What follows belongs to an exercise in optimizing a design on an open flow for small area and a short achievable clock period; a production flow would make more cautious choices. Function was checked by simulation only, so behaviour that the tests miss may differ from the original. No activity file was given, so power comes from the tool's default toggle rates.

v24:
// ysyx_23060286_top
module ysyx_23060286_top (
  input clk,
  input rst,
  input [31:0] inst_wire,
  input [31:0] readdata_wire,
  output [31:0] npc_wire,pc_wire,snpc_wire,rs1data_wire,rs2data_wire,immext_wire,srcb_wire,aluresult_wire,dnpc_wire,result_wire,srca_wire,
  output pcsrc,alusrc,regwrite,zero,jalr,auipc,
  output [1:0] resultsrc,immsrc,
  output [3:0] memwrite,
  output [3:0] alucontrol
);
==> flow/config.mk <==
export PLATFORM = sky130hd
export DESIGN_NAME = ysyx_23060286_top
export DESIGN_NICKNAME = ysyx_23060286_top
export VERILOG_FILES = /design/flow/design.v
export SDC_FILE = /design/flow/constraint.sdc
export NUM_CORES = 4
export LEC_CHECK = 0
export CAP_MARGIN = 20
export CORE_MARGIN = 2
export CORE_UTILIZATION = 35
export CTS_CLUSTER_DIAMETER = 100
export CTS_CLUSTER_SIZE = 20
export SETUP_SLACK_MARGIN = 2.0
export SLEW_MARGIN = 20
export SYNTH_HIERARCHICAL = 1
export SYNTH_MINIMUM_KEEP_SIZE = 0
==> flow/constraint.sdc <==
create_clock -name core_clock -period 14.0 [get_ports {clk}]
set_input_delay 2.8000 -clock core_clock [delete_from_list [all_inputs] [get_ports {clk}]]
set_output_delay 2.8000 -clock core_clock [all_outputs]
set_load 0.01 [all_outputs]
standard.sh (not shown) runs the stock make flow with config.mk's settings and CLKGATE_MAP_FILE= SYNTH_SCRIPT=/design/flow/synth_recipe.tcl, a recipe that flattens the netlist after the stock synthesis.
==> flow/flow/run.sh <==
#!/bin/bash
# Standard ORFS layout (the standard.sh), with the port buffers made from
# sky130_fd_sc_hd__buf_2 instead of the flow's default pick (a delay buffer).
set -euo pipefail
export BUFFER_PORTS_ARGS="-buffer_cell sky130_fd_sc_hd__buf_2"
bash standard.sh BUFFER_PORTS_ARGS="$BUFFER_PORTS_ARGS" finish > standard_flow.log 2>&1
The inputs of v56 differ from those of v24 as listed below.
--- a/flow/config.mk
+++ b/flow/config.mk
@@ -13 +13 @@
-export SETUP_SLACK_MARGIN = 2.0
+export SETUP_SLACK_MARGIN = 2.8
--- outcome ---
The final layouts of v24 and v56 pass the timing, DRC and antenna checks. v56 ends up with a share of the core filled with cells in the final layout that is 1.5 points higher than in v24. Multi-input gate share of total cell area: higher on v56. Of the two candidates, v24 has the worse setup slack and v56 the better one.
--- input diff v56..v43 ---
--- a/flow/config.mk
+++ b/flow/config.mk
@@ -13 +13 @@
-export SETUP_SLACK_MARGIN = 2.8
+export SETUP_SLACK_MARGIN = 3.8
[summary]
Summary of v43 over v56: number of global-route vias before repair climbed 3711, first-pass GRT wire length increased by 8.3% relative to the old numbers, setup slack went down by 0.46 ns.
v43 vs. v56: final routed wirelength across all metal layers went up, depth of the most critical reg-to-reg path grew by 38, maximum fanout along the worst path dropped 12.
Going from v56 to v43, met2 capacity usage during global routing moved up, global-route usage increased 3.2 points, maximum vdd ir drop saw little to no change.
Sum of internal, switching and leakage power in v43 vs v56: up about 10%
Clock power deteriorates in v43 relative to v56.
#### Input delta (v28 over v43)
--- a/flow/config.mk
+++ b/flow/config.mk
@@ -13 +13 @@
-export SETUP_SLACK_MARGIN = 3.8
+export SETUP_SLACK_MARGIN = 2.6
### Flow results
Delta(fraction of the core area covered by cells at the end of the flow, v28 - v43) < 0
Looking at setup slack, v28 sits 0.29 ns higher than v43 does.
| post-route cell area | v28 vs v43 | better |


ysyx_23060286_top again, from the RTL that the note above started with.
export LEC_CHECK = 0
export CAP_MARGIN = 20
export CORE_MARGIN = 2
export CORE_UTILIZATION = 35
export SETUP_SLACK_MARGIN = 2.0
export SLEW_MARGIN = 20
export SYNTH_HIERARCHICAL = 1
export SYNTH_MINIMUM_KEEP_SIZE = 0
create_clock -name core_clock -period 14.0 [get_ports {clk}]
Scripts as last shown in full above: flow/flow/run.sh
The starting point finished clean.
Next try:
Settings changed: CTS_CLUSTER_DIAMETER set to 100, CTS_CLUSTER_SIZE set to 20, SETUP_SLACK_MARGIN 2.0 to 3.2.
- synthesized cell count is unchanged
- sequential share of layout area is lower by 3.2 points
- clock power is lower by 35%
- total power is lower by 5.2%
- routed wire length is higher by 5.5%
- count of clock-buffer cells in the layout is lower by 54
- utilization is higher by 3.1 points
- worst setup slack gets better by 0.74 ns
- combinational power is higher by 20%
Next try:
Settings changed: SETUP_SLACK_MARGIN 3.2 to 1.4.
What happened:
- power falls by a few percent
- core utilization falls by 4.5 points
- synthesized cell count is unchanged

-- re-timing with driven ports --
The flow's constraints put no driver on any port. The routed layouts listed below were extracted and timed again, unchanged, in two steps. Step 1 (the two cells are an assumption about what drives the block):
set clk [get_ports {clk}]
set_driving_cell -lib_cell sky130_fd_sc_hd__clkbuf_16 $clk
set_driving_cell -lib_cell sky130_fd_sc_hd__buf_2 [delete_from_list [all_inputs] $clk]
Step 2 adds t to the input delays and takes it off the output delays; t is the mean of the earliest and latest rising clock arrival at the registers after step 1. Input paths then give back, and output paths get back, about the clock's delay inside the block. a / b / c = ideal / step 1 / step 2; a / b = the first two.
| run | t, ns | setup WS [ns] | hold WS [ns] | worst setup path after step 2 | worst register clock-pin slew, ns |
|---|---|---|---|---|---|
| v24 | 0.782 | 1.852 / 1.733 / 1.733 | 0.766 / 0.766 / 0.766 | input to output | 0.09 / 0.09 |
| v56 | 0.804 | 2.615 / 2.405 / 2.405 | 0.798 / 0.798 / 0.798 | input to output | 0.10 / 0.10 |
| v43 | 0.782 | 2.160 / 2.026 / 1.522 | 0.786 / 0.786 / 0.786 | input to register | 0.09 / 0.09 |
| v28 | 0.814 | 2.453 / 2.302 / 2.302 | 0.728 / 0.728 / 0.728 | input to output | 0.09 / 0.09 |
| the first run of note 2 | 0.816 | 1.946 / 1.796 / 1.796 | 0.777 / 0.777 / 0.777 | input to output | 0.08 / 0.08 |
| the second run of note 2 | 0.786 | 2.681 / 2.493 / 2.493 | 0.768 / 0.768 / 0.768 | input to output | 0.09 / 0.09 |
| the third run of note 2 | 0.793 | 1.403 / 1.373 / 1.373 | 0.715 / 0.715 / 0.715 | input to output | 0.09 / 0.09 |
After both steps setup and hold are still met in every run listed. For v43, which loses most, drivers alone change the setup slack by -0.134 ns; drivers and shift together by -0.638 ns.
